Source: an optimization exercise on an open RTL-to-GDS flow (aim: small area). Production flows keep margins and buffers that such runs may drop. No functional check of the RTL was part of any run shown here. Power figures rest on the tool's default switching activity, not on a simulated workload.

### design/flow/design.v
module draw_regctrl
(
  input       	CLK,
  input       	RST_X,
  input       	INIT,
  input [11:0]	ERROR,
  input       	CIF_DRWSEL,
  input [3:0]	CIF_REGWRITE,
  input       	CIF_REGREAD,
  input [3:0]	CIF_REGADR,
  input [31:0]	CIF_REGWDATA,
  input       	BUSY_PIXEL,
  input       	BUSY_ADD,
  input       	BUSY_INTERR,
  input       	WORKINGDRW,
  output [31:0]	DRW_REGRDATA,
  output       	REG_EODL,
  output [22:0]	REG_SETFRAME_VRAMADR,
  output [9:0]	REG_SETFRAME_WIDTH,
  output [9:0]	REG_SETFRAME_HEIGHT,
  output [9:0]	REG_SETDRAWAREA_POSX,
  output [9:0]	REG_SETDRAWAREA_POSY,
  output [9:0]	REG_SETDRAWAREA_SIZX,
  output [9:0]	REG_SETDRAWAREA_SIZY,
  output       	REG_SETTEXTURE_FMT,
  output [22:0]	REG_SETTEXTURE_VRAMADR,
  output [9:0]	REG_SETTEXTURE_WIDTH,
  output [9:0]	REG_SETTEXTURE_HEIGHT,
  output [31:0]	REG_SETFCOLOR,
  output       	REG_SETSTMODE,
  output [3:0]	REG_SETSCOLOR_MASK,
  output [31:0]	REG_SETSCOLOR_L,
  output [31:0]	REG_SETSCOLOR_H,
  output       	REG_SETBLENDOFF,
  output [2:0]	REG_SETBLENDALPHA_A,
  output [2:0]	REG_SETBLENDALPHA_B,
  output [2:0]	REG_SETBLENDALPHA_C,
  output [2:0]	REG_SETBLENDALPHA_D,
  output [2:0]	REG_SETBLENDALPHA_E,
  output [7:0]	REG_SETBLENDALPHA_SRCCA,
  output [31:0]	REG_SETBLENDALPHA_COEF0,
  output [31:0]	REG_SETBLENDALPHA_COEF1,
  output [10:0]	REG_PATBLT_DPOSX,
  output [10:0]	REG_PATBLT_DPOSY,
  output [9:0]	REG_PATBLT_DSIZX,
  output [9:0]	REG_PATBLT_DSIZY,
  output [10:0]	REG_BITBLT_DPOSX,
  output [10:0]	REG_BITBLT_DPOSY,
  output [9:0]	REG_BITBLT_DSIZX,
  output [9:0]	REG_BITBLT_DSIZY,
  output [9:0]	REG_BITBLT_SPOSX,
  output [9:0]	REG_BITBLT_SPOSY,
  output       	READYPAT_ADD,
  output       	READYBIT_ADD,
  output       	STARTBLT_ADD,
  output       	READYPAT_PIXEL,
  output       	READYBIT_PIXEL,
  output       	STARTBLT_PIXEL,
  output [3:0]	ERROR_REGCTRL,
  output       	INIT_REGCTRL,
  output [9:0]	REQ_ON_COUNT,
  output [9:0]	REQ_OFF_COUNT
);
wire acc       = CIF_DRWSEL;
wire a_ctrl    = (CIF_REGADR == 4'd0);
wire a_cmd     = (CIF_REGADR == 4'd3);
wire rd_acc    = acc & CIF_REGREAD;
reg ex_wr, ex_val;
always @ (posedge CLK or negedge RST_X) begin
        if( !RST_X ) begin
                ex_wr  <= 1'b0;
                ex_val <= 1'b0;
        end else if(INIT) begin
                ex_wr  <= 1'b0;
                ex_val <= 1'b0;
        end else if(acc & CIF_REGWRITE[0] & a_ctrl) begin
                ex_wr  <= 1'b1;
                ex_val <= CIF_REGWDATA[0];
        end
end
wire exe_is0 = ex_wr & !ex_val;
wire exe_is1 = ex_wr &  ex_val;
reg init_q, exe_q;
always @ (posedge CLK or negedge RST_X) begin
        if( !RST_X ) begin
                init_q <= 1'b0;
                exe_q  <= 1'b0;
        end else begin
                init_q <= exe_is0;
                exe_q  <= exe_is1;
        end
end
assign INIT_REGCTRL = exe_is0 & !init_q;
wire   exe_pls      = exe_is1 & !exe_q;
reg [31:0] r_CMD;
always @ (posedge CLK) begin
        if(acc & a_cmd) begin
                if(CIF_REGWRITE[3]) r_CMD[31:24] <= CIF_REGWDATA[31:24];
                if(CIF_REGWRITE[2]) r_CMD[23:16] <= CIF_REGWDATA[23:16];
                if(CIF_REGWRITE[1]) r_CMD[15:8]  <= CIF_REGWDATA[15:8];
                if(CIF_REGWRITE[0]) r_CMD[7:0]   <= CIF_REGWDATA[7:0];
        end
end
reg  [3:0] rWrSave;
wire       push = &rWrSave;
always @ (posedge CLK or negedge RST_X) begin
        if( !RST_X )
                rWrSave <= 4'd0;
        else if(INIT | !(acc & a_cmd))
                rWrSave <= 4'd0;
        else
                rWrSave <= CIF_REGWRITE | (rWrSave & {4{!push}});
end
reg [9:0] r_REQ_ON_COUNT, r_REQ_OFF_COUNT;
always @ (posedge CLK or negedge RST_X) begin
        if( !RST_X )
                r_REQ_ON_COUNT <= 10'd0;
        else if(INIT)
                r_REQ_ON_COUNT <= 10'd0;
        else if(acc & (CIF_REGADR == 4'd4))
                r_REQ_ON_COUNT <= CIF_REGWDATA[9:0];
end
always @ (posedge CLK or negedge RST_X) begin
        if( !RST_X )
                r_REQ_OFF_COUNT <= 10'd0;
        else if(INIT)
                r_REQ_OFF_COUNT <= 10'd0;
        else if(acc & (CIF_REGADR == 4'd5))
                r_REQ_OFF_COUNT <= CIF_REGWDATA[9:0];
end
assign REQ_ON_COUNT  = r_REQ_ON_COUNT;
assign REQ_OFF_COUNT = r_REQ_OFF_COUNT;
reg dbg;
always @ (posedge CLK or negedge RST_X) begin
        if( !RST_X )
                dbg <= 1'b0;
        else
                dbg <= 1'b1;
end
reg [11:0] rErrSave;
always @ (posedge CLK or negedge RST_X) begin
        if( !RST_X )
                rErrSave <= 12'd0;
        else if(INIT)
                rErrSave <= 12'd0;
        else if(|ERROR)
                rErrSave <= ERROR;
end
reg r_ERR;
always @ (posedge CLK or negedge RST_X) begin
        if( !RST_X )
                r_ERR <= 1'b0;
        else if(INIT)
                r_ERR <= 1'b0;
        else if(acc & (CIF_REGADR > 4'd6))
                r_ERR <= 1'b1;
end
reg [31:0] mem [0:15];
reg [3:0]  wptr, rptr;
reg [4:0]  count;
reg [31:0] r_dout;
reg        r_over;
wire       full  = count[4];
wire       empty = (count == 5'd0);
wire       executable;
wire       do_wr = push & !full;
wire       do_rd = executable & !empty;
integer i;
always @ (posedge CLK) begin
        for(i = 0; i < 16; i = i + 1)
                if(do_wr && wptr == i)
                        mem[i] <= r_CMD;
end
reg [31:0] rdata;
always @* begin
        rdata = 32'd0;
        for(i = 0; i < 16; i = i + 1)
                rdata = rdata | ({32{rptr == i}} & mem[i]);
end
always @ (posedge CLK or negedge RST_X) begin
        if( !RST_X ) begin
                wptr   <= 4'd0;
                rptr   <= 4'd0;
                count  <= 5'd0;
                r_dout <= 32'd0;
                r_over <= 1'b0;
        end else begin
                if(do_wr)
                        wptr <= wptr + 1'b1;
                if(do_rd) begin
                        rptr   <= rptr + 1'b1;
                        r_dout <= rdata;
                end
                if(do_wr & !do_rd)
                        count <= count + 1'b1;
                else if(do_rd & !do_wr)
                        count <= count - 1'b1;
                r_over <= push & full;
        end
end
reg [31:0] r_REGDATA;
always @ (posedge CLK or negedge RST_X) begin
        if( !RST_X )
                r_REGDATA <= 32'd0;
        else if(INIT)
                r_REGDATA <= 32'd0;
        else if(rd_acc) begin
                case(CIF_REGADR)
                        4'd0: r_REGDATA <= {31'd0, ex_val};
                        4'd1: r_REGDATA <= {4'd0, rErrSave, 15'd0, WORKINGDRW};
                        4'd2: r_REGDATA <= {14'd0, full, empty, 11'd0, count};
                        4'd4: r_REGDATA <= {22'd0, r_REQ_ON_COUNT};
                        4'd5: r_REGDATA <= {22'd0, r_REQ_OFF_COUNT};
                        4'd6: r_REGDATA <= {28'd0, dbg, 3'd0};
                        default: r_REGDATA <= r_REGDATA;
                endcase
        end
end
assign DRW_REGRDATA = r_REGDATA;
localparam P_IDLE0 = 3'd0, P_IDLE1 = 3'd1, P_CMD1 = 3'd2, P_CMD1S = 3'd3,
           P_CMD2  = 3'd4, P_CMD2S = 3'd5, P_CMD3 = 3'd6, P_CMD4  = 3'd7;
localparam C_FRAME = 3'd0, C_DRAWAREA = 3'd1, C_TEXTURE = 3'd2, C_FCOLOR = 3'd3,
           C_SCOLOR = 3'd4, C_BLENDALPHA = 3'd5, C_PATBLT = 3'd6, C_BITBLT = 3'd7;
reg exe_valid;
always @ (posedge CLK or negedge RST_X) begin
        if( !RST_X )
                exe_valid <= 1'b0;
        else if(INIT)
                exe_valid <= 1'b0;
        else if(exe_pls)
                exe_valid <= 1'b1;
end
assign executable = exe_valid & !(BUSY_PIXEL | BUSY_ADD | BUSY_INTERR);
reg [31:0] r_stkdata;
always @ (posedge CLK) begin
        if(executable)
                r_stkdata <= r_dout;
end
wire [7:0] op = r_stkdata[31:24];
reg        op_multi;
reg  [2:0] op_cls;
always @* begin
        op_multi = 1'b1;
        op_cls   = C_FRAME;
        case(op)
                8'h20: op_cls = C_FRAME;
                8'h21: op_cls = C_DRAWAREA;
                8'h22: op_cls = C_TEXTURE;
                8'h23: op_cls = C_FCOLOR;
                8'h31: op_cls = C_SCOLOR;
                8'h33: op_cls = C_BLENDALPHA;
                8'h81: op_cls = C_PATBLT;
                8'h82: op_cls = C_BITBLT;
                default: op_multi = 1'b0;
        endcase
end
reg [2:0] ph;
reg [2:0] cls;   
always @ (posedge CLK or negedge RST_X) begin
        if( !RST_X )
                ph <= P_IDLE0;
        else if(INIT)
                ph <= P_IDLE0;
        else case(ph)
                P_IDLE0: if(executable) ph <= P_IDLE1;
                P_IDLE1: ph <= executable ? P_CMD1 : P_CMD1S;
                P_CMD1:  if(executable & op_multi) ph <= P_CMD2;
                P_CMD1S: if(executable) ph <= op_multi ? P_CMD2S : P_CMD1;
                P_CMD2:  if(executable) ph <= (cls == C_FCOLOR) ? P_CMD1 : P_CMD3;
                P_CMD2S: if(executable) ph <= P_CMD1;
                P_CMD3:  if(executable) ph <= (cls == C_BITBLT) ? P_CMD4 : P_CMD1;
                P_CMD4:  if(executable) ph <= P_CMD1;
        endcase
end
always @ (posedge CLK) begin
        if(ph == P_CMD1 && executable)
                cls <= op_cls;
end
wire in1 = ((ph == P_CMD1) | (ph == P_CMD1S)) & executable;
wire in2 = (ph == P_CMD2) & executable;
wire in3 = (ph == P_CMD3) & executable;
wire in4 = (ph == P_CMD4) & executable;
wire ld1_eodl   = in1 & (op == 8'h0F);
wire ld1_tex    = in1 & (op == 8'h22);
wire ld1_stmode = in1 & (op == 8'h30);
wire ld1_scolor = in1 & (op == 8'h31);
wire ld1_boff   = in1 & (op == 8'h32);
wire ld1_balpha = in1 & (op == 8'h33);
wire ld2_frame  = in2 & (cls == C_FRAME);
wire ld2_area   = in2 & (cls == C_DRAWAREA);
wire ld2_tex    = in2 & (cls == C_TEXTURE);
wire ld2_fcolor = in2 & (cls == C_FCOLOR);
wire ld2_scolor = in2 & (cls == C_SCOLOR);
wire ld2_balpha = in2 & (cls == C_BLENDALPHA);
wire ld2_pat    = in2 & (cls == C_PATBLT);
wire ld2_bit    = in2 & (cls == C_BITBLT);
wire ld3_frame  = in3 & (cls == C_FRAME);
wire ld3_area   = in3 & (cls == C_DRAWAREA);
wire ld3_tex    = in3 & (cls == C_TEXTURE);
wire ld3_scolor = in3 & (cls == C_SCOLOR);
wire ld3_balpha = in3 & (cls == C_BLENDALPHA);
wire ld3_pat    = in3 & (cls == C_PATBLT);
wire ld3_bit    = in3 & (cls == C_BITBLT);
wire ld4_bit    = in4;
reg         r_eodl;
reg [22:0]  r_setframe_vramadr;
reg [9:0]   r_setframe_width, r_setframe_height;
reg [9:0]   r_setdrawarea_posx, r_setdrawarea_posy, r_setdrawarea_sizx, r_setdrawarea_sizy;
reg         r_settexture_fmt;
reg [22:0]  r_settexture_vramadr;
reg [9:0]   r_settexture_width, r_settexture_height;
reg [31:0]  r_setfcolor;
reg         r_setstmode;
reg [3:0]   r_setscolor_mask;
reg [31:0]  r_setscolor_l, r_setscolor_h;
reg         r_setblendoff;
reg [14:0]  r_setblendalpha_abcde;
reg [7:0]   r_setblendalpha_srcca;
reg [31:0]  r_setblendalpha_coef0, r_setblendalpha_coef1;
reg [10:0]  r_patblt_dposx, r_patblt_dposy;
reg [9:0]   r_patblt_dsizx, r_patblt_dsizy;
reg [10:0]  r_bitblt_dposx, r_bitblt_dposy;
reg [9:0]   r_bitblt_dsizx, r_bitblt_dsizy, r_bitblt_sposx, r_bitblt_sposy;
reg         r_readyBit, r_readyPat, r_start;
wire [31:0] sd = r_stkdata;
always @ (posedge CLK or negedge RST_X) begin
        if( !RST_X ) begin
                r_eodl                <= 1'b0;
                r_setframe_vramadr    <= 23'd0;
                r_setframe_width      <= 10'd0;
                r_setframe_height     <= 10'd0;
                r_setdrawarea_posx    <= 10'd0;
                r_setdrawarea_posy    <= 10'd0;
                r_setdrawarea_sizx    <= 10'd0;
                r_setdrawarea_sizy    <= 10'd0;
                r_settexture_fmt      <= 1'b0;
                r_settexture_vramadr  <= 23'd0;
                r_settexture_width    <= 10'd0;
                r_settexture_height   <= 10'd0;
                r_setfcolor           <= 32'd0;
                r_setstmode           <= 1'b0;
                r_setscolor_mask      <= 4'd0;
                r_setscolor_l         <= 32'd0;
                r_setscolor_h         <= 32'd0;
                r_setblendoff         <= 1'b0;
                r_setblendalpha_abcde <= 15'd0;
                r_setblendalpha_srcca <= 8'd0;
                r_setblendalpha_coef0 <= 32'd0;
                r_setblendalpha_coef1 <= 32'd0;
                r_patblt_dposx        <= 11'd0;
                r_patblt_dposy        <= 11'd0;
                r_patblt_dsizx        <= 10'd0;
                r_patblt_dsizy        <= 10'd0;
                r_bitblt_dposx        <= 11'd0;
                r_bitblt_dposy        <= 11'd0;
                r_bitblt_dsizx        <= 10'd0;
                r_bitblt_dsizy        <= 10'd0;
                r_bitblt_sposx        <= 10'd0;
                r_bitblt_sposy        <= 10'd0;
                r_readyBit            <= 1'b0;
                r_readyPat            <= 1'b0;
                r_start               <= 1'b0;
        end else if(INIT) begin
                r_eodl                <= 1'b0;
                r_setframe_vramadr    <= 23'd0;
                r_setframe_width      <= 10'd0;
                r_setframe_height     <= 10'd0;
                r_setdrawarea_posx    <= 10'd0;
                r_setdrawarea_posy    <= 10'd0;
                r_setdrawarea_sizx    <= 10'd0;
                r_setdrawarea_sizy    <= 10'd0;
                r_settexture_fmt      <= 1'b0;
                r_settexture_vramadr  <= 23'd0;
                r_settexture_width    <= 10'd0;
                r_settexture_height   <= 10'd0;
                r_setfcolor           <= 32'd0;
                r_setstmode           <= 1'b0;
                r_setscolor_mask      <= 4'd0;
                r_setscolor_l         <= 32'd0;
                r_setscolor_h         <= 32'd0;
                r_setblendoff         <= 1'b0;
                r_setblendalpha_abcde <= 15'd0;
                r_setblendalpha_srcca <= 8'd0;
                r_setblendalpha_coef0 <= 32'd0;
                r_setblendalpha_coef1 <= 32'd0;
                r_patblt_dposx        <= 11'd0;
                r_patblt_dposy        <= 11'd0;
                r_patblt_dsizx        <= 10'd0;
                r_patblt_dsizy        <= 10'd0;
                r_bitblt_dposx        <= 11'd0;
                r_bitblt_dposy        <= 11'd0;
                r_bitblt_dsizx        <= 10'd0;
                r_bitblt_dsizy        <= 10'd0;
                r_bitblt_sposx        <= 10'd0;
                r_bitblt_sposy        <= 10'd0;
                r_readyBit            <= 1'b0;
                r_readyPat            <= 1'b0;
                r_start               <= 1'b0;
        end else begin
                r_eodl <= ld1_eodl;
                if(ld2_frame) r_setframe_vramadr <= sd[22:0];
                if(ld3_frame) begin
                        r_setframe_width  <= sd[25:16];
                        r_setframe_height <= sd[9:0];
                end
                if(ld2_area) begin
                        r_setdrawarea_posx <= sd[25:16];
                        r_setdrawarea_posy <= sd[9:0];
                end
                if(ld3_area) begin
                        r_setdrawarea_sizx <= sd[25:16];
                        r_setdrawarea_sizy <= sd[9:0];
                end
                if(ld1_tex) r_settexture_fmt <= sd[0];
                if(ld2_tex) r_settexture_vramadr <= sd[22:0];
                if(ld3_tex) begin
                        r_settexture_width  <= sd[25:16];
                        r_settexture_height <= sd[9:0];
                end
                if(ld2_fcolor) r_setfcolor <= sd;
                if(ld1_stmode) r_setstmode <= sd[0];
                if(ld1_scolor) r_setscolor_mask <= sd[3:0];
                if(ld2_scolor) r_setscolor_l <= sd;
                if(ld3_scolor) r_setscolor_h <= sd;
                if(ld1_boff) begin
                        r_setblendoff         <= 1'b1;
                        r_setblendalpha_abcde <= 15'd0;
                        r_setblendalpha_srcca <= 8'd0;
                        r_setblendalpha_coef0 <= 32'd0;
                end
                if(ld1_balpha) begin
                        r_setblendoff         <= 1'b0;
                        r_setblendalpha_abcde <= sd[22:8];
                        r_setblendalpha_srcca <= sd[7:0];
                end
                if(ld2_balpha) r_setblendalpha_coef0 <= sd;
                if(ld3_balpha) r_setblendalpha_coef1 <= sd;
                if(ld2_pat) begin
                        r_patblt_dposx <= sd[26:16];
                        r_patblt_dposy <= sd[10:0];
                end
                if(ld3_pat) begin
                        r_patblt_dsizx <= sd[25:16];
                        r_patblt_dsizy <= sd[9:0];
                end
                if(ld2_bit) begin
                        r_bitblt_dposx <= sd[26:16];
                        r_bitblt_dposy <= sd[10:0];
                end
                if(ld3_bit) begin
                        r_bitblt_dsizx <= sd[25:16];
                        r_bitblt_dsizy <= sd[9:0];
                end
                if(ld4_bit) begin
                        r_bitblt_sposx <= sd[25:16];
                        r_bitblt_sposy <= sd[9:0];
                end
                if(ph == P_CMD4) begin
                        r_readyBit <= 1'b1;
                        r_readyPat <= 1'b0;
                end else if(ph == P_CMD3 && cls == C_PATBLT) begin
                        r_readyBit <= 1'b0;
                        r_readyPat <= 1'b1;
                end
                r_start <= (ph == P_CMD4) | (ph == P_CMD3 && cls == C_PATBLT);
        end
end
assign REG_EODL                = r_eodl;
assign REG_SETFRAME_VRAMADR    = r_setframe_vramadr;
assign REG_SETFRAME_WIDTH      = r_setframe_width;
assign REG_SETFRAME_HEIGHT     = r_setframe_height;
assign REG_SETDRAWAREA_POSX    = r_setdrawarea_posx;
assign REG_SETDRAWAREA_POSY    = r_setdrawarea_posy;
assign REG_SETDRAWAREA_SIZX    = r_setdrawarea_sizx;
assign REG_SETDRAWAREA_SIZY    = r_setdrawarea_sizy;
assign REG_SETTEXTURE_FMT      = r_settexture_fmt;
assign REG_SETTEXTURE_VRAMADR  = r_settexture_vramadr;
assign REG_SETTEXTURE_WIDTH    = r_settexture_width;
assign REG_SETTEXTURE_HEIGHT   = r_settexture_height;
assign REG_SETFCOLOR           = r_setfcolor;
assign REG_SETSTMODE           = r_setstmode;
assign REG_SETSCOLOR_MASK      = r_setscolor_mask;
assign REG_SETSCOLOR_L         = r_setscolor_l;
assign REG_SETSCOLOR_H         = r_setscolor_h;
assign REG_SETBLENDOFF         = r_setblendoff;
assign REG_SETBLENDALPHA_A     = r_setblendalpha_abcde[14:12];
assign REG_SETBLENDALPHA_B     = r_setblendalpha_abcde[11:9];
assign REG_SETBLENDALPHA_C     = r_setblendalpha_abcde[8:6];
assign REG_SETBLENDALPHA_D     = r_setblendalpha_abcde[5:3];
assign REG_SETBLENDALPHA_E     = r_setblendalpha_abcde[2:0];
assign REG_SETBLENDALPHA_SRCCA = r_setblendalpha_srcca;
assign REG_SETBLENDALPHA_COEF0 = r_setblendalpha_coef0;
assign REG_SETBLENDALPHA_COEF1 = r_setblendalpha_coef1;
assign REG_PATBLT_DPOSX        = r_patblt_dposx;
assign REG_PATBLT_DPOSY        = r_patblt_dposy;
assign REG_PATBLT_DSIZX        = r_patblt_dsizx;
assign REG_PATBLT_DSIZY        = r_patblt_dsizy;
assign REG_BITBLT_DPOSX        = r_bitblt_dposx;
assign REG_BITBLT_DPOSY        = r_bitblt_dposy;
assign REG_BITBLT_DSIZX        = r_bitblt_dsizx;
assign REG_BITBLT_DSIZY        = r_bitblt_dsizy;
assign REG_BITBLT_SPOSX        = r_bitblt_sposx;
assign REG_BITBLT_SPOSY        = r_bitblt_sposy;
assign READYPAT_ADD            = r_readyPat;
assign READYBIT_ADD            = r_readyBit;
assign STARTBLT_ADD            = r_start;
assign READYPAT_PIXEL          = r_readyPat;
assign READYBIT_PIXEL          = r_readyBit;
assign STARTBLT_PIXEL          = r_start;
assign ERROR_REGCTRL           = {1'b0, r_over, 1'b0, r_ERR};
endmodule
### design/flow/flow/run.sh
#!/bin/bash
# Standard ORFS layout with two changes: port buffers use the smallest
# buffer cell, and the clock tree uses smaller buffers and clusters.
set -euo pipefail
export BUFFER_PORTS_ARGS="-buffer_cell sky130_fd_sc_hd__buf_1"
export CTS_ARGS="-sink_clustering_enable -repair_clock_nets -buf_list sky130_fd_sc_hd__clkbuf_16 -sink_clustering_size 30 -sink_clustering_max_diameter 80 -dont_use_dummy_load"
bash standard.sh > standard.log 2>&1
### design/flow/standard.sh
#!/bin/bash
# synth_recipe.tcl (not shown) runs the flow's synth.tcl, then flattens the netlist and writes it again
# the make line also repeats each setting of config.mk as NAME=value (left out here)
make -C /OpenROAD-flow-scripts/flow DESIGN_CONFIG=/design/flow/config.mk WORK_HOME=/design/flow/orfs CLKGATE_MAP_FILE= SYNTH_SCRIPT=/design/flow/synth_recipe.tcl "${@:-finish}"
### design/flow/config.mk
export PLATFORM = sky130hd
export DESIGN_NAME = draw_regctrl
export DESIGN_NICKNAME = draw_regctrl
export VERILOG_FILES = /design/flow/design.v
export SDC_FILE = /design/flow/constraint.sdc
export NUM_CORES = 4
export LEC_CHECK = 0
export ABC_AREA = 1
export CAP_MARGIN = 20
export CORE_MARGIN = 2
export CORE_UTILIZATION = 40
export SLEW_MARGIN = 20
### design/flow/constraint.sdc
create_clock -name core_clock -period 3.3 [get_ports {CLK}]
set_input_delay 0.6600 -clock core_clock [delete_from_list [all_inputs] [get_ports {CLK}]]
set_output_delay 0.6600 -clock core_clock [all_outputs]
set_load 0.01 [all_outputs]
==> summary.txt, run 1 <==
outcome = finished clean
RR Endpoint = mem[12][12]
largest net degree at the start of global routing = 65
simple-gate share of the synthesized area = 12.3%
Overflow after GRT = 0
R2R Path Start = rWrSave[2]
post-CTS sizing = 0
period utilisation layout = 81.4%
Max Clk Rate = 372 MHz
share of the synthesized area in the top cell type = 41.5%
Mean Syn Cell Area = 11.7 um2
clock transition at the registers of the reported paths = 110 ps
Startpoint Class = flop
worst vdd ir = 0.400 mV
maxcap violations = 0
Top Ports = 545
mux share of post-synthesis cell area = 0.107%
Slew headroom = 29.0%
Worst Setup SP = rWrSave[2]
Primary FF master, synth = edfxtp_1
final hold violations = 0
xor/xnor cell area share of the yosys netlist = 0.167%
final worst setup slack = 612 ps
die area = 107,000 um2
setup TNS = 0 ps
antenna cells = 0
Reg2Reg Setup Slack = 610 ps
P_leak = 18.5 nW
Vias/cell = 5.15
DR pass1 iterations = 5
clk sink count = 1,117
most instantiated cells after synthesis = nand2_1, edfxtp_1, dfrtp_1, inv_1, nor2_1
ratio of cells with drive above 1 in the final layout = 5.54%
worst path arrival time = 2990 ps
worst setup path category = reg2reg
WL/cell = 23.3 um
Min-Delay Path Depth = 1
met2 usage = 39.1%
worst r2r path cells = 5
pre-CTS WS = 538 ps
DRC = 0
sequential fraction of design power = 63.8%
Mapped Cells = 3,582
final WL = 127,000 um
NetSw = 5.67 mW
Tmin final = 2690 ps
Area Overhead vs Synth = 12.8%
post-DP HPWL = 81,900 um
Clock Power Share = 29.4%
combinational power share = 6.9%
Port-buffer cells = 532
met3 Use GR = 3.32%
CP endpoint kind = flop
fraction of registers with async set or reset after synthesis = 48.2%
M1 GR Usage = 31.5%
Compound-Gate Fraction of Synth Area = 8.56%
grt peak-use layer = met2
Worst Path Required = 3610 ps
root buffer cell = clkbuf_16
Internal = 18.2 mW
clk_skew = 94.6 ps
Clock Path Buffers = 3
worst hold path class = in2reg
RD Place Congestion = 0.846
worst slew pin tran = 1070 ps
Clock Latency Late Sink = 680 ps
most frequent cell after synthesis = nand2_1
vias = 28,175
Chip Height = 328 um
antenna violations before repair = 5
post-synth top area cell = edfxtp_1
Setup violations, final = 0
Rows = 118
gr usage total = 23.2%
EDFF count, synth = 579
switching share of power = 23.8%
PwrDens = 504 nW/um2
Num CTS Buffers = 51
adder-cell share of the synthesized area = 0.406%
H-tree depth = 2
register bit count reported by yosys = 1,117
Final ANT Viol Nets = 0
RSZ-0062 raised after global routing = no
largest family of logic cells by synthesized area = simple AND/OR/NAND/NOR gates
Synth area leaders = edfxtp_1, dfrtp_1, nand2_1
TritonCTS clock tree = built
vias in the first global route = 26,598
Final Max Slew Viols = 0
post-synth cell types = 45
critical path peak fanout = 20
Setup crit end = mem[12][12]
sequential area share after synthesis = 73.6%
starting DRC count in detailed routing = 2,998
Syn. warnings = 2
global-route wire length before repair = 184,000 um
Post-Syn Area = 41,900 um2
Placeable Area = 104,000 um2
die width = 328 um
Starting Density = 40.4%
Layout Nets = 4,172
power by group through the flow:
| stage | logic (mW) | clock network, mW | registers [mW] |
|---|---|---|---|
| final | 1.63 | 7.00 | 15.2 |
| after floorplan | 0.710 | 0 | 15.6 |
| after CTS | 1.65 | 7.15 | 15.2 |
| after global placement | 1.63 | 0 | 15.5 |
| after global routing | 1.81 | 7.60 | 15.2 |
| after detailed placement | 1.65 | 0 | 15.5 |
repair_timing:
item,CTS,global route
setup buffers,0,0
hold buffers,1,0
hold endpoints to repair,21,0
flip-flops by register name, indices dropped and copies added (netlist names), 22 cells and up:
name,flops
r_setblendalpha_coef0,32
r_CMD,32
r_settexture_vramadr,23
r_REGDATA,22
r_setfcolor,32
r_setframe_vramadr,23
r_setscolor_l,32
r_dout,32
r_setscolor_h,32
r_stkdata,32
r_setblendalpha_coef1,32
mem,512
area by class of cell:
type	instances	area (um2)
inverter	320	1200
sequential	1117	30800
clock buffer	51	1280
multi-input combinational	1968	9210
timing repair buffer	640	3050
tap	1380	1730
fill	9748	56500
worst min path at each step:
| stage | slack, ps | to | start |
|---|---|---|---|
| 2_1_floorplan | 360 | count[0] | RST_X |
| 3_3_place_gp | 430 | r_stkdata[0] | r_dout[0] |
| 3_5_place_dp | 430 | r_stkdata[16] | r_dout[16] |
| 4_1_cts | 100 | r_CMD[27] | CIF_REGWDATA[27] |
| 5_1_grt | 130 | r_CMD[27] | CIF_REGWDATA[27] |
| 6_report | 150 | r_CMD[30] | CIF_REGWDATA[30] |
worst max-delay path, stage by stage (launching register included):
cell     delay, ps
dfrtp_1        350
nand4_1        220
nor2_1         520
nand2_1        380
nor2_4         580
buf_12         270
per-layer routing:
metal | part of all wire, % | up-vias
met2 | 49 | 977
met5 | 0.0094 | -
met4 | 2.5 | 2
li1 | - | 13022
met1 | 42 | 14027
met3 | 6.6 | 147
through the flow:
| step | cells | hold slack [ps] | power, mW | instance area, um2 | utilization (%) |
|---|---|---|---|---|---|
| final | 5476 | 150 | 23.8 | 47300 | 45.6 |
| after global routing | 5476 | 126 | 24.7 | 47300 | 45.6 |
| after CTS | 5476 | 101 | 24.0 | 47300 | 45.6 |
| after detailed placement | 5424 | 433 | 17.1 | 46000 | 44.3 |
| after global placement | 5424 | 431 | 17.1 | 46000 | 44.3 |
| after floorplan | 3593 | 364 | 16.3 | 42000 | - |
placed cells by master, fill, tap and decap left out, drive strengths merged, types with 2 or more instances in the layout:
master,Yosys,routed
edfxtp,579,579
ha,12,12
nor4,4,4
nand3,87,87
a31oi,2,2
clkbuf,107,52
mux2,4,4
a22o,2,2
nor3b,5,5
a22oi,2,2
o21bai,2,2
o2111ai,21,21
nor3,42,42
dfrtp,538,538
xor2,7,7
o22ai,77,77
o211ai,6,6
o21ai,388,388
o221ai,2,2
conb,2,13
buf,81,638
inv,319,319
a21oi,115,115
nand2,840,840
nand4,40,40
a211oi,34,34
a221oi,2,2
nor2,257,257
cell families after synthesis:
family,Yosys count
and+or+nand+nor,1277
DFF,1117
AOI/OAI and AO/OA,653
buffers and inverters,508
adders and majority gates,13
xor gates and xnor gates,8
muxes,4
other,2
==> inputs of run 2 (changes only) <==
==> design/flow/flow/run.sh (replaced) <==
#!/bin/bash
# Standard ORFS layout with two changes: port buffers use the smallest
# buffer cell, and the clock tree uses smaller buffers and clusters.
set -euo pipefail
export BUFFER_PORTS_ARGS="-buffer_cell sky130_fd_sc_hd__buf_1"
export CTS_ARGS="-sink_clustering_enable -repair_clock_nets -buf_list sky130_fd_sc_hd__clkbuf_4 -sink_clustering_size 10 -sink_clustering_max_diameter 40 -dont_use_dummy_load"
bash standard.sh > standard.log 2>&1
==> summary.txt, run 2 <==
largest net degree at the start of global routing = 65 (unchanged)
Reg2Reg Setup Slack = 580 ps (was 610 ps)
xor/xnor cell area share of the yosys netlist = 0.167% (unchanged)
Post-Syn Area = 41,900 um2 (unchanged)
Setup violations, final = 0 (unchanged)
root buffer cell = clkbuf_4 (was clkbuf_16)
critical path peak fanout = 21 (was 20)
Primary FF master, synth = edfxtp_1 (unchanged)
EDFF count, synth = 579 (unchanged)
largest family of logic cells by synthesized area = simple AND/OR/NAND/NOR gates (unchanged)
Biggest register = mem (unchanged)
PwrDens = 491 nW/um2 (was 504 nW/um2)
pre-CTS WS = 538 ps (unchanged)
Synth area leaders = edfxtp_1, dfrtp_1, nand2_1 (unchanged)
RD Place Congestion = 0.846 (unchanged)
sequential area share after synthesis = 73.6% (unchanged)
Area Overhead vs Synth = 13.8% (was 12.8%)
Overflow after GRT = 0 (unchanged)
most common cell after layout, fill and taps aside = nand2_1 (unchanged)
worst path arrival time = 3380 ps (was 2990 ps)
post-synth top area cell = edfxtp_1 (unchanged)
Fill cells = 9,808 (was 9,748)
final worst setup slack = 579 ps (was 612 ps)
Clock Latency Late Sink = 1060 ps (was 680 ps)
Slew headroom = 29.5% (was 29.0%)
DRC = 0 (unchanged)
Starting Density = 40.4% (unchanged)
clk sink count = 1,117 (unchanged)
worst hold path class = in2async (was in2reg)
Syn. warnings = 2 (unchanged)
worst r2r path cells = 5 (unchanged)
antenna violations before repair = 7 (was 5)
RSZ-0062 raised after global routing = no (unchanged)
vias in the first global route = 27,706 (was 26,598)
Multi-input gate area = 9210 um2 (unchanged)
Startpoint Class = flop (unchanged)
worst setup path category = reg2reg (unchanged)
Placeable Area = 104,000 um2 (unchanged)
post-CTS sizing = 0 (unchanged)
Chip Height = 328 um (unchanged)
starting DRC count in detailed routing = 2,812 (was 2,998)
slowest cell delay on critical path = 550 ps (was 580 ps)
share of the synthesized area in the top cell type = 41.5% (unchanged)
global-route wire length before repair = 187,000 um (was 184,000 um)
Rows = 118 (unchanged)
Port-buffer cells = 532 (unchanged)
Mapped Cells = 3,582 (unchanged)
ratio of cells with drive above 1 in the final layout = 7.76% (was 5.54%)
clock transition at the registers of the reported paths = 100 ps (was 110 ps)
Layout Nets = 4,327 (was 4,172)
Top Ports = 545 (unchanged)
Non-Filler Instances = 5,633 (was 5,476)
CP endpoint kind = flop (unchanged)
clk_skew = 123 ps (was 94.6 ps)
fraction of registers with async set or reset after synthesis = 48.2% (unchanged)
Post-CTS Setup Bufs = 0 (unchanged)
register area = 30,800 um2 (unchanged)
maxcap violations = 0 (unchanged)
placed cells = 5,424 (unchanged)
setup TNS = 0 ps (unchanged)
Compound-Gate Fraction of Synth Area = 8.56% (unchanged)
period utilisation layout = 82.4% (was 81.4%)
WL/cell = 22.9 um (was 23.3 um)
Vias/cell = 5.15 (about the same)
worst path cell trace = nand4_1 -> nor2_1 -> nand2_1 -> nor2_4 -> buf_12 (unchanged)
Final Max Slew Viols = 0 (unchanged)
die area = 107,000 um2 (unchanged)
post-DP HPWL = 81,900 um (unchanged)
CTS Hold Bufs = 53 (was 1)
worst slew pin tran = 1060 ps (was 1070 ps)
RR Endpoint = mem[11][10] (was mem[12][12])
most instantiated cells after synthesis = nand2_1, edfxtp_1, dfrtp_1, inv_1, nor2_1 (unchanged)
CP max stage cell = nor2_4 (unchanged)
max reg flops = 512 (unchanged)
Clock Path Buffers = 3 (unchanged)
Mean Syn Cell Area = 11.7 um2 (unchanged)
Max Clk Rate = 368 MHz (was 372 MHz)
R2R Path Start = rWrSave[0] (was rWrSave[2])
Final ANT Viol Nets = 0 (unchanged)
vias = 28,993 (was 28,175)
register bit count reported by yosys = 1,117 (unchanged)
commonest non-fill, non-tap cells in the layout = nand2_1, edfxtp_1, dfrtp_1 (unchanged)
die width = 328 um (unchanged)
TritonCTS clock tree = built (unchanged)
adder-cell share of the synthesized area = 0.406% (unchanged)
Tmin final = 2720 ps (was 2690 ps)
H-tree depth = 4 (was 2)
mux share of post-synthesis cell area = 0.107% (unchanged)
simple-gate share of the synthesized area = 12.3% (unchanged)
post-synth cell types = 45 (unchanged)
worst vdd ir = 0.286 mV (was 0.400 mV)
DR pass1 iterations = 6 (was 5)
P_leak = 18.8 nW (was 18.5 nW)
outcome = finished clean (unchanged)
Num CTS Buffers = 154 (was 51)
final WL = 129,000 um (was 127,000 um)
gr usage total = 23.7% (was 23.2%)
most frequent cell after synthesis = nand2_1 (unchanged)
Worst Path Required = 3960 ps (was 3610 ps)
final hold violations = 0 (unchanged)
-- run 2: how the worst max path moves through the flow --
stage	from	end	slack, ps	cells after the start
6_report	rWrSave[0]	mem[11][10]	580	5
5_1_grt	rWrSave[0]	mem[11][10]	350	5
4_1_cts	rWrSave[0]	mem[11][10]	520	5
3_5_place_dp	BUSY_PIXEL	count[4]	540	15
3_3_place_gp	BUSY_PIXEL	count[4]	520	15
2_1_floorplan	BUSY_ADD	count[4]	150	15
-- run 2: final cells by class --
type / instances / share of cell area (%)
clock buffers: 154 / 2.42
diodes: 2 / 0.0105
well taps: 1380 / 3.62
multi-input cells: 1968 / 19.3
repair buffers: 692 / 7.49
inverters: 320 / 2.52
flip-flops and latches: 1117 / 64.6
-- run 2: power by group --
part	switching, mW	leakage [nW]	internal [mW]
Clock	4.44	0.709	2.14
Sequential	0.260	12.2	14.9
Combinational	1.19	5.88	0.493
Total	5.89	18.8	17.6
-- run 2: worst max-delay path: cells and delay by family (launching register included) --
family,cells,cell delay [ps]
buffers and inverters,1,280
flip-flops,1,360
AND/OR/NAND/NOR,4,1690
-- run 2: routing by layer --
metal	global-route usage [%]	part of all wire (%)
met1	31.7	42
met2	39.1	48
met3	4.36	7.0
met4	7.87	2.9
met5	0	0.012
-- run 2: metrics by stage --
step | power (mW) | hold slack [ps] | util [%] | cell area, um2
2_1_floorplan | 16.3 | 364 | - | 42000
3_3_place_gp | 17.1 | 431 | 44.3 | 46000
3_5_place_dp | 17.1 | 433 | 44.3 | 46000
4_1_cts | 23.6 | 3.70 | 46.0 | 47700
5_1_grt | 24.4 | 72.8 | 46.0 | 47700
6_report | 23.5 | 145 | 46.0 | 47700
-- run 2: logic make-up after synthesis --
group | Yosys count
and+or+nand+nor | 1277
DFF | 1117
AOI/OAI and AO/OA | 653
buffers and inverters | 508
adders and majority gates | 13
xor gates and xnor gates | 8
muxes | 4
other | 2

==> afterwards: timing with drivers on the ports <==
No port has a modelled driver above. Below, the same layouts with a new extraction and two added sets of constraints.
Step 1 sets driving cells, clkbuf_16 on the clock port and buf_2 on the other inputs (assumed; they add their load-dependent delay and slew).
Step 2 adds t to the input delays and takes it off the output delays; t is the mean of the earliest and latest rising clock arrival at the registers after step 1. Input paths then give back, and output paths get back, about the clock's delay inside the block.
Three values: ideal, step 1, step 2; two values: the first two.
run	t, ns	setup slack, ns	worst hold slack (ns)	worst setup path after step 2
run 1	0.698	0.612 / 0.612 / 0.244	0.150 / 0.107 / 0.444	input to register
run 2	1.073	0.579 / 0.579 / 0.264	0.145 / 0.102 / 0.442	input to register
After both steps setup and hold are still met in every run listed. The setup slack of run 1, which loses most, moves by 0.000 ns with the drivers and by -0.368 ns with both steps.
